Source: an optimization exercise on an open RTL-to-GDS flow (aim: small area). Production flows keep margins and buffers that such runs may drop.
The RTL was checked by simulation tests, not by an equivalence proof against the original design.
No activity file was given, so power comes from the tool's default toggle rates.

==> design.v <==
module cpu_rca #(parameter W = 32) (
	input [W-1:0] a,
	input [W-1:0] b,
	input ci,
	output [W-1:0] s,
	output co
);
	wire [W:0] c;
	assign c[0] = ci;
	genvar i;
	generate for (i = 0; i < W; i = i + 1) begin : bitn
		assign s[i] = a[i] ^ b[i] ^ c[i];
		assign c[i+1] = (a[i] & b[i]) | (c[i] & (a[i] ^ b[i]));
	end endgenerate
	assign co = c[W];
endmodule
module cpu_inc #(parameter W = 30) (
	input [W-1:0] a,
	output [W-1:0] s
);
	wire [W:0] c;
	assign c[0] = 1'b1;
	genvar i;
	generate for (i = 0; i < W; i = i + 1) begin : bitn
		assign s[i] = a[i] ^ c[i];
		assign c[i+1] = a[i] & c[i];
	end endgenerate
endmodule
module cpu_reg(
	input clk,
	input reset,
	input we,
	input [4:0] waddr,
	input [31:0] wdata,
	input [4:0] raddr,
	output [31:0] rdata
);
	localparam [31:0] WSLOT = (32'b1 << 0) | (32'b1 << 6) | (32'b1 << 12) |
	                          (32'b1 << 18) | (32'b1 << 24) | (32'b1 << 29);
	reg [31:0] slot [0:31];
	reg [4:0] rot;
	reg [31:0] valid;
	reg pvalid;
	reg [4:0] prd;
	reg [31:0] pdata;
	wire [4:0] pslot = prd + rot + 5'd1;
	genvar g;
	generate for (g = 0; g < 32; g = g + 1) begin : ring
		if (WSLOT[g]) begin : wr
			always @(posedge clk)
				slot[g] <= (pvalid && pslot == g) ? pdata : slot[(g + 31) % 32];
		end else begin : sh
			always @(posedge clk)
				slot[g] <= slot[(g + 31) % 32];
		end
	end endgenerate
	always @(posedge clk) begin
		if (reset) begin
			rot <= 5'd0;
			valid <= 32'b0;
			pvalid <= 1'b0;
		end else begin
			rot <= rot + 5'd1;
			if (we) valid <= valid | (32'b1 << waddr);
			if (we) pvalid <= 1'b1;
			else if (pvalid && WSLOT[pslot]) pvalid <= 1'b0;
		end
		if (we) begin
			prd <= waddr;
			pdata <= wdata;
		end
	end
	wire [4:0] rs = raddr + rot;
	wire [31:0] rslot = slot[rs];
	assign rdata = (pvalid && prd == raddr) ? pdata : (valid[raddr] ? rslot : 32'b0);
endmodule
module cpu(
	input clk_from_external,
	input [31:0] inputdata_from_external_bus,
	input reset_from_external,
	input interrupt_from_external,
	output reg [31:0] outputdata_to_external_bus,
	output reg [31:0] address_to_external_bus_from_cpu,
	output reg [3:0] control_output_to_external_bus,
	output reg interrupt_grant_from_pc
);
	wire clk = clk_from_external;
	wire reset = reset_from_external;
	wire irq = interrupt_from_external;
	wire [31:0] bus = inputdata_from_external_bus;
	reg [2:0] cnt;
	reg [2:0] icnt;
	reg [31:0] pc;
	reg [31:0] ir;
	reg [31:0] rs1_val;
	wire [6:0] opc = ir[6:0];
	wire [2:0] f3 = ir[14:12];
	wire [6:0] f7 = ir[31:25];
	wire is_lui   = opc == 7'b0110111;
	wire is_auipc = opc == 7'b0010111;
	wire is_br    = opc == 7'b1100011;
	wire is_st    = opc == 7'b0100011;
	wire is_opi   = opc == 7'b0010011;
	wire is_jal   = opc == 7'b1101111;
	wire is_jalr  = opc == 7'b1100111;
	wire is_op    = opc == 7'b0110011;
	wire is_ld    = opc == 7'b0000011;
	wire is_fence = opc == 7'b0001111;
	wire is_sys   = opc == 7'b1110011;
	wire reg_write = is_lui | is_auipc | is_opi | is_jal | is_jalr | is_op | is_sys;
	wire use_imm = is_lui | is_auipc | is_br | is_st | is_opi | is_ld | is_fence | is_sys;
	wire [31:0] imm_i = {{21{ir[31]}}, ir[30:20]};
	wire [31:0] imm_s = {{21{ir[31]}}, ir[30:25], ir[11:7]};
	wire [31:0] imm_b = {{20{ir[31]}}, ir[7], ir[30:25], ir[11:8], 1'b0};
	wire [31:0] imm_j = {{12{ir[31]}}, ir[19:12], ir[20], ir[30:21], 1'b0};
	wire [31:0] imm_u = {ir[31:12], 12'b0};
	reg [31:0] offset;
	always @(*) begin
		if (is_opi | is_jalr | is_ld) offset = imm_i;
		else if (is_auipc | is_st) offset = imm_s;
		else if (is_jal) offset = imm_j;
		else if (is_br) offset = imm_b;
		else if (is_lui) offset = imm_u;
		else offset = 32'b0;
	end
	localparam OP_ADD = 4'd0, OP_SUB = 4'd1, OP_AND = 4'd2, OP_OR = 4'd3, OP_XOR = 4'd4,
	           OP_SLL = 4'd5, OP_SRL = 4'd6, OP_LT = 4'd7, OP_GE = 4'd8, OP_LTU = 4'd9,
	           OP_GEU = 4'd10, OP_EQ = 4'd11, OP_NE = 4'd12;
	reg [3:0] aop;
	always @(*) begin
		aop = OP_ADD;
		if (is_br) begin
			case (f3)
				3'b000: aop = OP_EQ;
				3'b001: aop = OP_NE;
				3'b100: aop = OP_LT;
				3'b101: aop = OP_GE;
				3'b110: aop = OP_LTU;
				3'b111: aop = OP_GEU;
				default: aop = OP_ADD;
			endcase
		end else if (is_opi) begin
			case (f3)
				3'b001: aop = OP_SLL;
				3'b101: aop = (f7 == 7'b0000000 || f7 == 7'b0100000) ? OP_SRL : OP_ADD;
				3'b010: aop = OP_LT;
				3'b011: aop = OP_LTU;
				3'b100: aop = OP_XOR;
				3'b110: aop = OP_OR;
				3'b111: aop = OP_AND;
				default: aop = OP_ADD;
			endcase
		end else if (is_op) begin
			case (f3)
				3'b000: aop = (f7 == 7'b0100000) ? OP_SUB : OP_ADD;
				3'b001: aop = OP_SLL;
				3'b010: aop = OP_LT;
				3'b011: aop = OP_SLL;
				3'b100: aop = OP_XOR;
				3'b101: aop = OP_SRL;
				3'b110: aop = OP_OR;
				default: aop = OP_AND;
			endcase
		end
	end
	wire ir_load = irq ? (icnt[1:0] == 2'b10) : ((cnt == 3'd2) | ((cnt == 3'd5) & is_ld));
	wire step3 = ~irq & (cnt == 3'd3);
	wire we = step3 & reg_write;
	wire [31:0] rp;
	wire [31:0] wdata;
	cpu_reg register (
		.clk(clk),
		.reset(reset),
		.we(we),
		.waddr(ir[11:7]),
		.wdata(wdata),
		.raddr(ir_load ? bus[19:15] : ir[24:20]),
		.rdata(rp)
	);
	always @(posedge clk) begin
		if (ir_load) rs1_val <= rp;
		else if (we && ir[11:7] == ir[19:15]) rs1_val <= wdata;
	end
	reg [31:0] read2;
	always @(*) begin
		read2 = rp;
		if (is_st) begin
			if (f3 == 3'b000) read2 = {{24{rp[31]}}, rp[7:0]};
			else if (f3 == 3'b001) read2 = {{16{rp[31]}}, rp[15:0]};
		end
	end
	wire [31:0] in2 = use_imm ? offset : read2;
	wire sub = (aop == OP_SUB) | (aop == OP_LT) | (aop == OP_GE) | (aop == OP_LTU) | (aop == OP_GEU);
	wire [31:0] add_a = is_lui ? 32'b0 : (is_auipc ? pc : rs1_val);
	wire [31:0] add_b = sub ? ~in2 : in2;
	wire [31:0] sum;
	wire geu;
	cpu_rca #(32) alu_add (.a(add_a), .b(add_b), .ci(sub), .s(sum), .co(geu));
	wire lt = (rs1_val[31] ^ in2[31]) ? rs1_val[31] : ~geu;
	wire [31:0] xr = rs1_val ^ in2;
	wire eq = ~|xr;
	wire big = is_op & |in2[31:5];
	wire left = (aop == OP_SLL);
	wire [31:0] sh_in, sh_out;
	wire [31:0] sh_r = sh_in >> in2[4:0];
	genvar b;
	generate for (b = 0; b < 32; b = b + 1) begin : shrev
		assign sh_in[b] = left ? rs1_val[31 - b] : rs1_val[b];
		assign sh_out[b] = ~big & (left ? sh_r[31 - b] : sh_r[b]);
	end endgenerate
	reg cmp;
	reg [31:0] alu;
	always @(*) begin
		cmp = 1'b0;
		case (aop)
			OP_LT:  cmp = lt;
			OP_GE:  cmp = ~lt;
			OP_LTU: cmp = ~geu;
			OP_GEU: cmp = geu;
			OP_EQ:  cmp = eq;
			OP_NE:  cmp = ~eq;
			default: cmp = 1'b0;
		endcase
		case (aop)
			OP_ADD, OP_SUB: alu = sum;
			OP_AND: alu = rs1_val & in2;
			OP_OR:  alu = rs1_val | in2;
			OP_XOR: alu = xr;
			OP_SLL, OP_SRL: alu = sh_out;
			default: alu = {31'b0, cmp};
		endcase
	end
	wire [31:0] pc_4;
	assign pc_4[1:0] = pc[1:0];
	cpu_inc #(30) pc_inc (.a(pc[31:2]), .s(pc_4[31:2]));
	wire [31:0] pc_add;
	wire pc_add_co;
	assign pc_add = pc + (is_jalr ? alu : offset);
	wire take = (is_br & cmp) | is_jal | is_jalr;
	wire [31:0] pc_next = take ? pc_add : pc_4;
	assign wdata = (is_jal | is_jalr) ? pc_4 : alu;
	always @(posedge clk) begin
		if (reset) begin
			cnt <= 3'd0;
			icnt <= 3'd0;
			pc <= 32'b0;
			interrupt_grant_from_pc <= 1'b0;
			address_to_external_bus_from_cpu <= 32'b0;
			outputdata_to_external_bus <= 32'b0;
			control_output_to_external_bus <= 4'b0;
		end else if (irq) begin
			icnt <= icnt + 3'd1;
			interrupt_grant_from_pc <= (icnt[1:0] == 2'b00);
			case (icnt)
				3'd7: begin
					outputdata_to_external_bus <= read2;
					control_output_to_external_bus <= 4'b0100;
				end
				3'd2, 3'd6: begin
					ir <= bus;
					control_output_to_external_bus <= 4'b0100;
				end
				3'd3: begin
					outputdata_to_external_bus <= alu;
					control_output_to_external_bus <= 4'b0100;
				end
				default: control_output_to_external_bus <= 4'b1100;
			endcase
		end else begin
			cnt <= (cnt == 3'd5) ? 3'd0 : cnt + 3'd1;
			interrupt_grant_from_pc <= (cnt == 3'd0);
			case (cnt)
				3'd0: begin
					address_to_external_bus_from_cpu <= pc;
					control_output_to_external_bus <= 4'b0001;
				end
				3'd2: begin
					ir <= bus;
					control_output_to_external_bus <= 4'b1111;
				end
				3'd3: begin
					pc <= pc_next;
					if (is_st) begin
						address_to_external_bus_from_cpu <= alu;
						outputdata_to_external_bus <= read2;
						control_output_to_external_bus <= 4'b0011;
					end else if (is_ld) begin
						address_to_external_bus_from_cpu <= alu;
						control_output_to_external_bus <= 4'b0001;
					end else begin
						control_output_to_external_bus <= 4'b0000;
					end
				end
				3'd5: begin
					if (is_ld) begin
						ir <= bus;
						control_output_to_external_bus <= 4'b0001;
					end else begin
						control_output_to_external_bus <= 4'b0000;
					end
				end
				default: ;
			endcase
		end
	end
endmodule
==> run.sh <==
#!/bin/bash
# synth_recipe.tcl (not shown) runs the flow's synth.tcl, then flattens the netlist and writes it again
# the make line also repeats each setting of config.mk as NAME=value (left out here)
make -C /OpenROAD-flow-scripts/flow DESIGN_CONFIG=/design/flow/config.mk WORK_HOME=/design/flow/orfs CLKGATE_MAP_FILE= SYNTH_SCRIPT=/design/flow/synth_recipe.tcl finish
==> config.mk <==
export PLATFORM = sky130hd
export DESIGN_NAME = cpu
export DESIGN_NICKNAME = cpu
export VERILOG_FILES = /design/flow/design.v
export SDC_FILE = /design/flow/constraint.sdc
export NUM_CORES = 4
export LEC_CHECK = 0
export CAP_MARGIN = 20
export CORE_MARGIN = 2
export CORE_UTILIZATION = 65
export PLACE_DENSITY = 0.75
export SLEW_MARGIN = 20
==> constraint.sdc <==
create_clock -name core_clock -period 14.0 [get_ports {clk_from_external}]
set_input_delay 2.8000 -clock core_clock [delete_from_list [all_inputs] [get_ports {clk_from_external}]]
set_output_delay 2.8000 -clock core_clock [all_outputs]
set_load 0.01 [all_outputs]
==> metrics.md <==
| Metric | Value |
|---|---|
| Status | finished with violations |
| Layout check faults | negative setup slack |
| Synth warn | 3 |
| Post-layout min period | 21.96 ns |
| Vias in the first global route | 46552 |
| Synth area leaders | dfxtp_1 47%, edfxtp_1 6.0%, mux2_2 5.0% |
| Count of final hold-check violations | 0 |
| Measured slew at the worst slew-check pin | 1.11 ns |
| Overflow after GRT | 0 |
| Sw Pwr | 2.52 mW |
| Startpoint types | primary input |
| Clk pwr share | 39.0% |
| # setup viols final | 89 |
| Ports | 104 |
| Ys flop type | dfxtp_1 |
| Setup Skew | 0.0756 ns |
| Routed via count | 47705 |
| Leakage | 26.0 nW |
| MaxCap Viol Count | 0 |
| I/O Buffers | 103 |
| Max Slew Vio Count | 0 |
| Total CTS buffers | 116 |
| Largest net degree at the start of global routing | 62 |
| Setup WS pre-CTS | -9.12 ns |
| Fin nets | 5811 |
| Mapped cell area | 50300 sq um |
| Highest-count cells in the layout ignoring fill and taps | 1169 x dfxtp_1, 759 x buf_4, 400 x nand2_1 |
| Register area | 26400 sq um |
| Core region area | 76200 sq um |
| Detailed-route vias per instance | 7.07 |
| Row count | 101 |
| Capture point of the worst reg-to-reg path | pc[30] |
| Total track usage | 52.4% |
| Pwr dens | 137 nW/um^2 |
| Worst path slowest cell | fa_2 |
| Critical Path RT | 14.60 ns |
| Post-synth EDFFs | 101 |
| CTS Root Cell | clkbuf_16 |
| Most used cell, CP | fa_2 |
| Avg Cell Area, Syn | 10.3 sq um |
| Final worst path period share | 157% |
| CTS tree | built |
| Mapped Cells | 4888 |
| Hold Path Origin | register.slot[15][19] |
| Routed wire per std cell | 31.7 um |
| Tightest Hold Check Type | flop to flop |
| Die width | 282 um |
| Post-synth ARST share | 0% |
| FF-to-FF setup slack | -6.70 ns |
| Worst skew pair latency | 0.77 ns |
| # DRC | 0 |
| Hold_buf cts | 0 |
| #FFs+latches synth | 1270 |
| Total power draw | 8.70 mW |
| Slew HR | 25.9% |
| Internal power | 6.18 mW |
| Number of H-tree levels | 3 |
| Multi-input logic area | 23600 sq um |
| Mapped Nets | 5096 |
| Clk slew on worst S/H paths | 0.07 ns |
| Worst-case clock buffer depth | 3 |
| Unique masters post-synth | 106 |
| Area added between synthesis and finish | 26.2% |
| Post-DP HPWL | 142000 um |
| Highest cell delay on the worst timing path | 0.46 ns |
| Setup TNS | -347.27 ns |
| CTS sink count | 1270 |
| Global-route wire length before repair | 305000 um |
| Pre-antenna DRT Iters | 10 |
| FMAX | 45.5 MHz |
| Share of layout cells above drive strength 1 | 27.4% |
| Hold endpoint | register.slot[16][19] |
| 1st-iter DRT viols | 7761 |
| Most common cell after layout, fill and taps aside | dfxtp_1 |
| Logic pwr share | 18.2% |
| R2R depth | 83 |
| Routed Antenna Nets | 0 |
| Max FO, Critical Path | 5 |
| RSZ-0062 raised after global routing | true |
| RR Startpoint | ir[2] |
| Starting density of the core | 66.0% |
| Die Y | 282 um |
| Seq/Total Area, Yosys | 52.6% |
| Flop pwr share | 42.8% |
| Initial antenna violation count | 10 |
| Worst setup path class | primary input to flop |
| DIE AREA | 79600 sq um |
| WHS Path Cells | 0 |
| Critical path arrival | 22.55 ns |
| Peak supply drop | 0.150 mV |
| FILL cells | 4168 |
| Area leader, netlist | dfxtp_1 |
| Setup slack after layout | -7.96 ns |
| Crit end category | flop |
| Switching share of total power | 29.0% |
| Routed wire length | 214000 um |
| Yosys top cell area share | 46.6% |
| Gpl congestion | 1.11 |
[cell families (layout without fill, tap and decap cells)]
group / Yosys count / after routing / synth area share (%)
AO/OA/AOI/OAI: 1420 / 1420 / 19.7
other: 0 / 8 / 0
buffers and inverters: 439 / 1257 / 3.39
multiplexers: 322 / 322 / 7.13
adder cells (fa/ha/maj): 173 / 173 / 4.81
XOR/XNOR: 91 / 91 / 1.59
flip-flops: 1270 / 1270 / 52.6
AND/OR/NAND/NOR: 1173 / 1173 / 10.8
[worst max-delay path, delay by kind of cell]
| kind | cells | cell delay [ns] |
|---|---|---|
| simple gates | 9 | 1.40 |
| compound gates | 29 | 4.86 |
| buf+inv | 6 | 0.48 |
| fa+ha+maj | 35 | 12.23 |
| mux | 3 | 0.74 |
[final cells by class]
class                      count  area share [%]
clock buffer                 175            5.59
sequential                  1270            41.7
clock inverter                46           0.929
inverter                     114           0.682
antenna                        8          0.0316
tap                         1030            2.03
multi-input combinational   3179            37.2
timing repair buffer         922            11.8
[stage by stage]
stage / hold WS, ns / cell area [sq um] / util, % / std cells
after global routing: 0.317 / 63400 / 83.2 / 6737
after detailed placement: 0.334 / 57900 / 75.9 / 6476
final: 0.317 / 63400 / 83.3 / 6744
after floorplan: 0.323 / 50700 / - / 4888
after global placement: 0.327 / 57900 / 75.9 / 6476
after CTS: 0.317 / 62900 / 82.6 / 6733
[state kept, by name, summed over array words and instances, names as in the netlist]
register,cells
interrupt_grant_from_pc,1
address_to_external_bus_from_cpu,32
register.prd,5
register.valid,32
pc,32
register.pdata,32
cnt,3
register.slot,1024
rs1_val,32
control_output_to_external_bus,4
ir,32
register.pvalid,1
icnt,3
register.rot,5
outputdata_to_external_bus,32
[layer usage]
metal  share of wire [%]  wire (um)  global-route usage [%]  vias up
met4                  11      23100                    46.3        8
met1                  34      72300                    61.5    22508
li1                    -          -                       -    19554
met3                  13      28800                    16.1     1259
met2                  42      89400                    77.5     4376
met5               0.029         61                   0.488        -
[worst max path at each step]
stage | from | end | slack, ns | cells past startpoint
global route | inputdata_from_external_bus[17] | pc[30] | -8.34 | 78
floorplan | interrupt_from_external | pc[30] | -8.35 | 87
detailed placement | interrupt_from_external | pc[30] | -9.12 | 85
global placement | interrupt_from_external | pc[30] | -8.89 | 82
finish | interrupt_from_external | pc[30] | -7.96 | 82
CTS | interrupt_from_external | pc[30] | -7.65 | 82
[cells in the mapped netlist, types with 12 or more instances]
master / number
buf_1: 46
and3_1: 24
clkbuf_1: 244
mux2i_1: 85
edfxtp_1: 101
a31oi_1: 64
mux2_2: 224
o21a_1: 26
o211a_1: 12
nand2_1: 420
and4_1: 18
a211o_1: 15
o22ai_1: 21
a221o_1: 28
nand2b_1: 14
nand4_1: 37
ha_1: 139
nor2_1: 292
and2_1: 27
xor2_1: 38
o31ai_1: 14
a22oi_1: 280
a211oi_1: 69
o21ai_1: 14
a21o_1: 22
o211ai_1: 38
a222oi_1: 57
a21oi_1: 308
nor4_1: 28
nor3_1: 110
a2111oi_0: 20
xnor2_1: 53
fa_1: 34
o21ai_0: 201
nand3_1: 123
a22o_1: 41
dfxtp_1: 1169
inv_1: 106
a221oi_1: 75
or3_1: 13
buf_2: 31
[power groups by stage]
| stage | clock network (mW) | registers, mW | logic, mW |
|---|---|---|---|
| after detailed placement | 0 | 3.81 | 1.35 |
| final | 3.40 | 3.73 | 1.58 |
| after global placement | 0 | 3.80 | 1.33 |
| after global routing | 3.50 | 3.73 | 1.59 |
| after floorplan | 0 | 3.80 | 0.594 |
| after CTS | 3.36 | 3.72 | 1.41 |
[repair_timing]
action | in CTS | in global routing
pin swaps | 73 | 71
gates resized for setup | 147 | 113
cloned | 0 | 0
buffers inserted | 50 | 33
setup endpoints to repair | 96 | 91

static timing again, ports no longer ideal:
How much do the figures lean on ideal ports? The routed layout below was timed once more, with nothing changed but the port constraints. Step 1 assumes that a clkbuf_16 drives the clock port and a buf_2 every other input. Step 2 times the ports against the registers' clock, not the clock port: input delays grow and output delays shrink by t, the midpoint of the rising clock arrivals with the driver on. a / b / c = no drivers / after step 1 / after step 2; a / b = the first two.
t (ns): 0.803
slack for setup (ns): -7.957 / -7.922 / -8.725
worst setup path after step 2: input to register
The setup slack of this run moves by +0.035 ns with the drivers and by -0.768 ns with both steps.
